What follows belongs to an exercise in optimizing a design on an open flow for small area, a short achievable clock period and few clock cycles per item; a production flow would make more cautious choices. The RTL was checked by simulation tests, not by an equivalence proof against the original design.

==> module ascon, before the edit <==
module ascon
(
    input  logic         clock,
    input  logic         reset_n,
    input  logic         i_sys_enable,
    input  logic         i_start,
    input  logic         i_data_valid,
    input  logic [ 63:0] i_data,
    input  logic [127:0] i_key,
    input  logic [127:0] i_nonce,
    output logic [ 63:0] o_cipher,
    output logic [127:0] o_tag,
    output logic         o_valid_cipher,
    output logic         o_done,
    output logic         o_ready
);
    localparam int K = 1;   
    logic [319:0] state;
    logic [319:0] round_out;
    logic [319:0] mask;
    logic         running;
    logic [  3:0] round;
    logic [  2:0] block;
    logic         want;
    logic         have;
    logic         valid_q;
    logic         done_q;
    logic         last;
    logic         final_perm;
    logic         stall;
    logic         xor_data;
    logic         xor_key_hi;
    logic         xor_key_lo;
    logic         xor_lsb;
    assign last       = (round == 4'(12 - K));
    assign final_perm = (block == 3'd5);
    assign stall      = last && !final_perm && !have;
    assign xor_data   = last && !final_perm;
    assign xor_key_hi = last && (block == 3'd4);
    assign xor_key_lo = last && ((block == 3'd0) || final_perm);
    assign xor_lsb    = last && (block == 3'd1);
    permutation #(.G_ROUNDS(K)) permutation_inst (
        .i_state(state),
        .i_round(round),
        .o_state(round_out)
    );
    assign mask = {
        xor_data ? i_data : 64'd0,
        xor_key_hi ? i_key : 128'd0,
        xor_key_lo ? i_key : 128'd0
    } ^ {319'd0, xor_lsb};
    always_ff @(posedge clock) begin
        if (!running) begin
            state <= {i_data, i_key, i_nonce};
        end
        else if (!stall) begin
            state <= round_out ^ mask;
        end
    end
    ascon_fsm #(.G_ROUNDS(K)) ascon_fsm_inst (
        .clock         (clock),
        .reset_n       (reset_n),
        .i_sys_enable  (i_sys_enable),
        .i_start       (i_start),
        .i_data_valid  (i_data_valid),
        .o_running     (running),
        .o_round       (round),
        .o_block       (block),
        .o_want        (want),
        .o_have        (have),
        .o_valid_cipher(valid_q),
        .o_done        (done_q)
    );
    assign o_cipher       = state[319:256];
    assign o_tag          = state[127:0];
    assign o_valid_cipher = valid_q;
    assign o_done         = done_q;
    assign o_ready        = want;
endmodule
Settings: LEC_CHECK=0, CAP_MARGIN=20, CORE_MARGIN=2, CORE_UTILIZATION=40, SLEW_MARGIN=20; clock period 10.0 ns.
run.sh (not shown) runs the stock make flow with config.mk's settings and CLKGATE_MAP_FILE= SYNTH_SCRIPT=/design/flow/synth_recipe.tcl, a recipe that flattens the netlist after the stock synthesis.
Testbench counts at the start, summed over its fixed seeds: cycles 9,416, messages 192.
Then changed:
--- a/flow/design.v
+++ b/flow/design.v
@@ -181,7 +181,7 @@
     output logic         o_done,
     output logic         o_ready
 );
-    localparam int K = 1;   
+    localparam int K = 2;   
     logic [319:0] state;
     logic [319:0] round_out;
     logic [319:0] mask;
What happened: Final cell count climbs by 45%. Clock skew grows by 13 ps. Global-route usage came out higher by 13 points. Setup slack is worse by 2100 ps. Clock-buffer cell count is unchanged. Via count goes up by 47%. Core utilization hardly moves.
Testbench counts after the change, summed over its fixed seeds: cycles 4,808, messages 192.

========
ascon, a different RTL version from the one above (not shown whole).
For scale: ~340 flip-flops, ~520 I/O pins, roughly 29000 um2 of cells after synthesis.
==> module permutation, before the edit <==
module permutation #(
    parameter int G_ROUNDS = 2
) (
    input  logic [319:0] i_state,
    input  logic [  3:0] i_round,
    input  logic         i_enable,     
    output logic [319:0] o_state
);
    logic [320*(G_ROUNDS+1)-1:0] s;
    assign s[319:0] = i_state;
    for (genvar i = 0; i < G_ROUNDS; i++) begin : g_round
        logic [  3:0] r;
        logic [319:0] added;
        logic [319:0] substituted;
        logic [319:0] gated;
        if ((G_ROUNDS & (G_ROUNDS - 1)) == 0) begin : g_or
            assign r = i_round | 4'(i);
        end
        else begin : g_add
            assign r = i_round + 4'(i);
        end
        addition_layer addition_layer_i (
            .i_round(r),
            .i_state(s[320*i+:320]),
            .o_state(added)
        );
        substitution_layer substitution_layer_i (
            .i_state(added),
            .o_state(substituted)
        );
        if (i == G_ROUNDS - 1) begin : g_gate
            assign gated = substituted & {320{i_enable}};
        end
        else begin : g_pass
            assign gated = substituted;
        end
        diffusion_layer diffusion_layer_i (
            .i_state(gated),
            .o_state(s[320*(i+1)+:320])
        );
    end
    assign o_state = s[320*G_ROUNDS+:320];
endmodule
==> module ascon, before the edit <==
module ascon
(
    input  logic         clock,
    input  logic         reset_n,
    input  logic         i_sys_enable,
    input  logic         i_start,
    input  logic         i_data_valid,
    input  logic [ 63:0] i_data,
    input  logic [127:0] i_key,
    input  logic [127:0] i_nonce,
    output logic [ 63:0] o_cipher,
    output logic [127:0] o_tag,
    output logic         o_valid_cipher,
    output logic         o_done,
    output logic         o_ready
);
    localparam int K = 1;   
    logic [319:0] state;
    logic [319:0] round_out;
    logic [319:0] mask;
    logic         run;
    logic         hold;
    logic         load;
    logic [  3:0] round;
    logic         xor_data;
    logic         xor_key_hi;
    logic         xor_key_lo;
    logic         xor_lsb;
    logic         want;
    logic         valid_q;
    logic         done_q;
    permutation #(.G_ROUNDS(K)) permutation_inst (
        .i_state(state),
        .i_round(round),
        .i_enable(run),
        .o_state(round_out)
    );
    assign mask = {
        (i_data & {64{xor_data}}) | (state[319:256] & {64{hold}}),
        (i_key & {128{xor_key_hi}}) | (state[255:128] & {128{hold}}),
        (i_key & {128{xor_key_lo}}) | (i_nonce & {128{load}}) | (state[127:0] & {128{hold}})
    } ^ {319'd0, xor_lsb};
    always_ff @(posedge clock) begin
        state <= round_out ^ mask;
    end
    ascon_fsm #(.G_ROUNDS(K)) ascon_fsm_inst (
        .clock         (clock),
        .reset_n       (reset_n),
        .i_sys_enable  (i_sys_enable),
        .i_start       (i_start),
        .i_data_valid  (i_data_valid),
        .o_run         (run),
        .o_hold        (hold),
        .o_load        (load),
        .o_round       (round),
        .o_xor_data    (xor_data),
        .o_xor_key_hi  (xor_key_hi),
        .o_xor_key_lo  (xor_key_lo),
        .o_xor_lsb     (xor_lsb),
        .o_want        (want),
        .o_valid_cipher(valid_q),
        .o_done        (done_q)
    );
    assign o_cipher       = state[319:256];
    assign o_tag          = state[127:0];
    assign o_valid_cipher = valid_q;
    assign o_done         = done_q;
    assign o_ready        = want;
endmodule
==> flow/config.mk <==
export PLATFORM = sky130hd
export DESIGN_NAME = ascon
export DESIGN_NICKNAME = ascon
export VERILOG_FILES = /design/flow/design.v
export SDC_FILE = /design/flow/constraint.sdc
export NUM_CORES = 4
export LEC_CHECK = 0
export CAP_MARGIN = 20
export CORE_MARGIN = 2
export CORE_UTILIZATION = 40
export SLEW_MARGIN = 20
export SETUP_SLACK_MARGIN = 6.5
export BUFFER_PORTS_ARGS = -buffer_cell sky130_fd_sc_hd__buf_1
export CTS_ARGS = -sink_clustering_enable -repair_clock_nets -dont_use_dummy_load -sink_clustering_size 16 -sink_clustering_max_diameter 100
==> flow/constraint.sdc <==
create_clock -name core_clock -period 10.0 [get_ports {clock}]
set_input_delay 2.0000 -clock core_clock [delete_from_list [all_inputs] [get_ports {clock}]]
set_output_delay 2.0000 -clock core_clock [all_outputs]
set_load 0.01 [all_outputs]
standard.sh (not shown) runs the stock make flow with config.mk's settings and CLKGATE_MAP_FILE= SYNTH_SCRIPT=/design/flow/synth_recipe.tcl, a recipe that flattens the netlist after the stock synthesis.
==> flow/flow/run.sh <==
#!/bin/bash
# The standard layout (standard.sh) with these changes:
# - synthesis is synth_recipe.tcl with its ABC mapping script replaced by
#   flow/abc_area.script (an area-recovering mapping); everything else in
#   synthesis, the flip-flops included, is as in the standard synthesis;
# - the port buffers are inserted as the smallest buffer (timing repair
#   upsizes them where needed);
# - clock tree synthesis inserts no dummy loads and uses larger sink clusters.
# Each tool's output goes to standard.log and ORFS's own logs under orfs/logs.
set -e
export MY_ABC_SCRIPT="$PWD/flow/abc_area.script"
{
  echo 'proc abc {args} { set i [lsearch -exact $args -script]; if {$i >= 0} { lset args [expr {$i + 1}] $::env(MY_ABC_SCRIPT) }; yosys abc {*}$args }'
  cat synth_recipe.tcl
} > my_synth.tcl
sed "s#SYNTH_SCRIPT=[^ ]*synth_recipe.tcl#SYNTH_SCRIPT=$PWD/my_synth.tcl#" standard.sh > my_standard.sh
grep -q "my_synth.tcl" my_standard.sh
echo "export SETUP_SLACK_MARGIN = 6.5" >> config.mk
echo "export BUFFER_PORTS_ARGS = -buffer_cell sky130_fd_sc_hd__buf_1" >> config.mk
echo "export CTS_ARGS = -sink_clustering_enable -repair_clock_nets -dont_use_dummy_load -sink_clustering_size 16 -sink_clustering_max_diameter 100" >> config.mk
bash my_standard.sh > standard.log 2>&1
==> flow/flow/abc_area.script <==
strash
&get -n
&st
&dch
&nf -R 1000
&put
topo
stime -c
Testbench counts at the start, summed over its fixed seeds: cycles 9,416, messages 192.
Edit:
--- a/flow/design.v
+++ b/flow/design.v
@@ -184,18 +184,16 @@
     parameter int G_ROUNDS = 2
 ) (
     input  logic [319:0] i_state,
     input  logic [  3:0] i_round,
-    input  logic         i_enable,     
     output logic [319:0] o_state
 );
     logic [320*(G_ROUNDS+1)-1:0] s;
     assign s[319:0] = i_state;
     for (genvar i = 0; i < G_ROUNDS; i++) begin : g_round
         logic [  3:0] r;
         logic [319:0] added;
         logic [319:0] substituted;
-        logic [319:0] gated;
         if ((G_ROUNDS & (G_ROUNDS - 1)) == 0) begin : g_or
             assign r = i_round | 4'(i);
         end
         else begin : g_add
@@ -209,16 +207,10 @@
         substitution_layer substitution_layer_i (
             .i_state(added),
             .o_state(substituted)
         );
-        if (i == G_ROUNDS - 1) begin : g_gate
-            assign gated = substituted & {320{i_enable}};
-        end
-        else begin : g_pass
-            assign gated = substituted;
-        end
         diffusion_layer diffusion_layer_i (
-            .i_state(gated),
+            .i_state(substituted),
             .o_state(s[320*(i+1)+:320])
         );
     end
     assign o_state = s[320*G_ROUNDS+:320];
@@ -257,18 +249,17 @@
     logic         done_q;
     permutation #(.G_ROUNDS(K)) permutation_inst (
         .i_state(state),
         .i_round(round),
-        .i_enable(run),
         .o_state(round_out)
     );
     assign mask = {
         (i_data & {64{xor_data}}) | (state[319:256] & {64{hold}}),
         (i_key & {128{xor_key_hi}}) | (state[255:128] & {128{hold}}),
         (i_key & {128{xor_key_lo}}) | (i_nonce & {128{load}}) | (state[127:0] & {128{hold}})
     } ^ {319'd0, xor_lsb};
     always_ff @(posedge clock) begin
-        state <= round_out ^ mask;
+        state <= (round_out & {320{run}}) ^ mask;
     end
     ascon_fsm #(.G_ROUNDS(K)) ascon_fsm_inst (
         .clock         (clock),
         .reset_n       (reset_n),
Effect: Final area goes up by 0.99%; worst setup slack is worse by 0.0098 ns; register-to-register slack is worse by 0.07 ns; first-iteration DRC count falls by 7.1%; global-route usage goes down by 2.6 points; final cell count is higher by 0.77%; synthesized cell count barely changes; core utilization hardly moves.
Testbench counts after the change, summed over its fixed seeds: cycles 9,416, messages 192.

## port drivers added, routing unchanged
Ports are ideal in the flow. The routed layouts listed here were re-timed in OpenROAD.
Step 1 (the two cells are an assumption about what drives the block):
set clk [get_ports {clock}]
set_driving_cell -lib_cell sky130_fd_sc_hd__clkbuf_16 $clk
set_driving_cell -lib_cell sky130_fd_sc_hd__buf_2 [delete_from_list [all_inputs] $clk]
Step 2, shift: input delay + t, output delay - t, t = (earliest + latest rising clock arrival at the registers) / 2. This alone moves slack from input paths to output paths.
a / b / c = ideal / step 1 / step 2; a / b = the first two.
run | t (ns) | slack for setup (ns) | slew at the worst register clock pin (ns)
the first run of note 1 | 0.675 | 5.795 / 5.795 / 5.795 | 0.07 / 0.07
the second run of note 1 | 0.736 | 3.740 / 3.740 / 3.740 | 0.07 / 0.07
the first run of note 2 | 0.661 | 6.551 / 6.484 / 6.230 | 0.09 / 0.09
the second run of note 2 | 0.661 | 6.541 / 6.469 / 6.146 | 0.08 / 0.08
After both steps setup and hold are still met in every run listed. The setup slack of the second run of note 2, which loses most, moves by -0.072 ns with the drivers and by -0.395 ns with both steps.
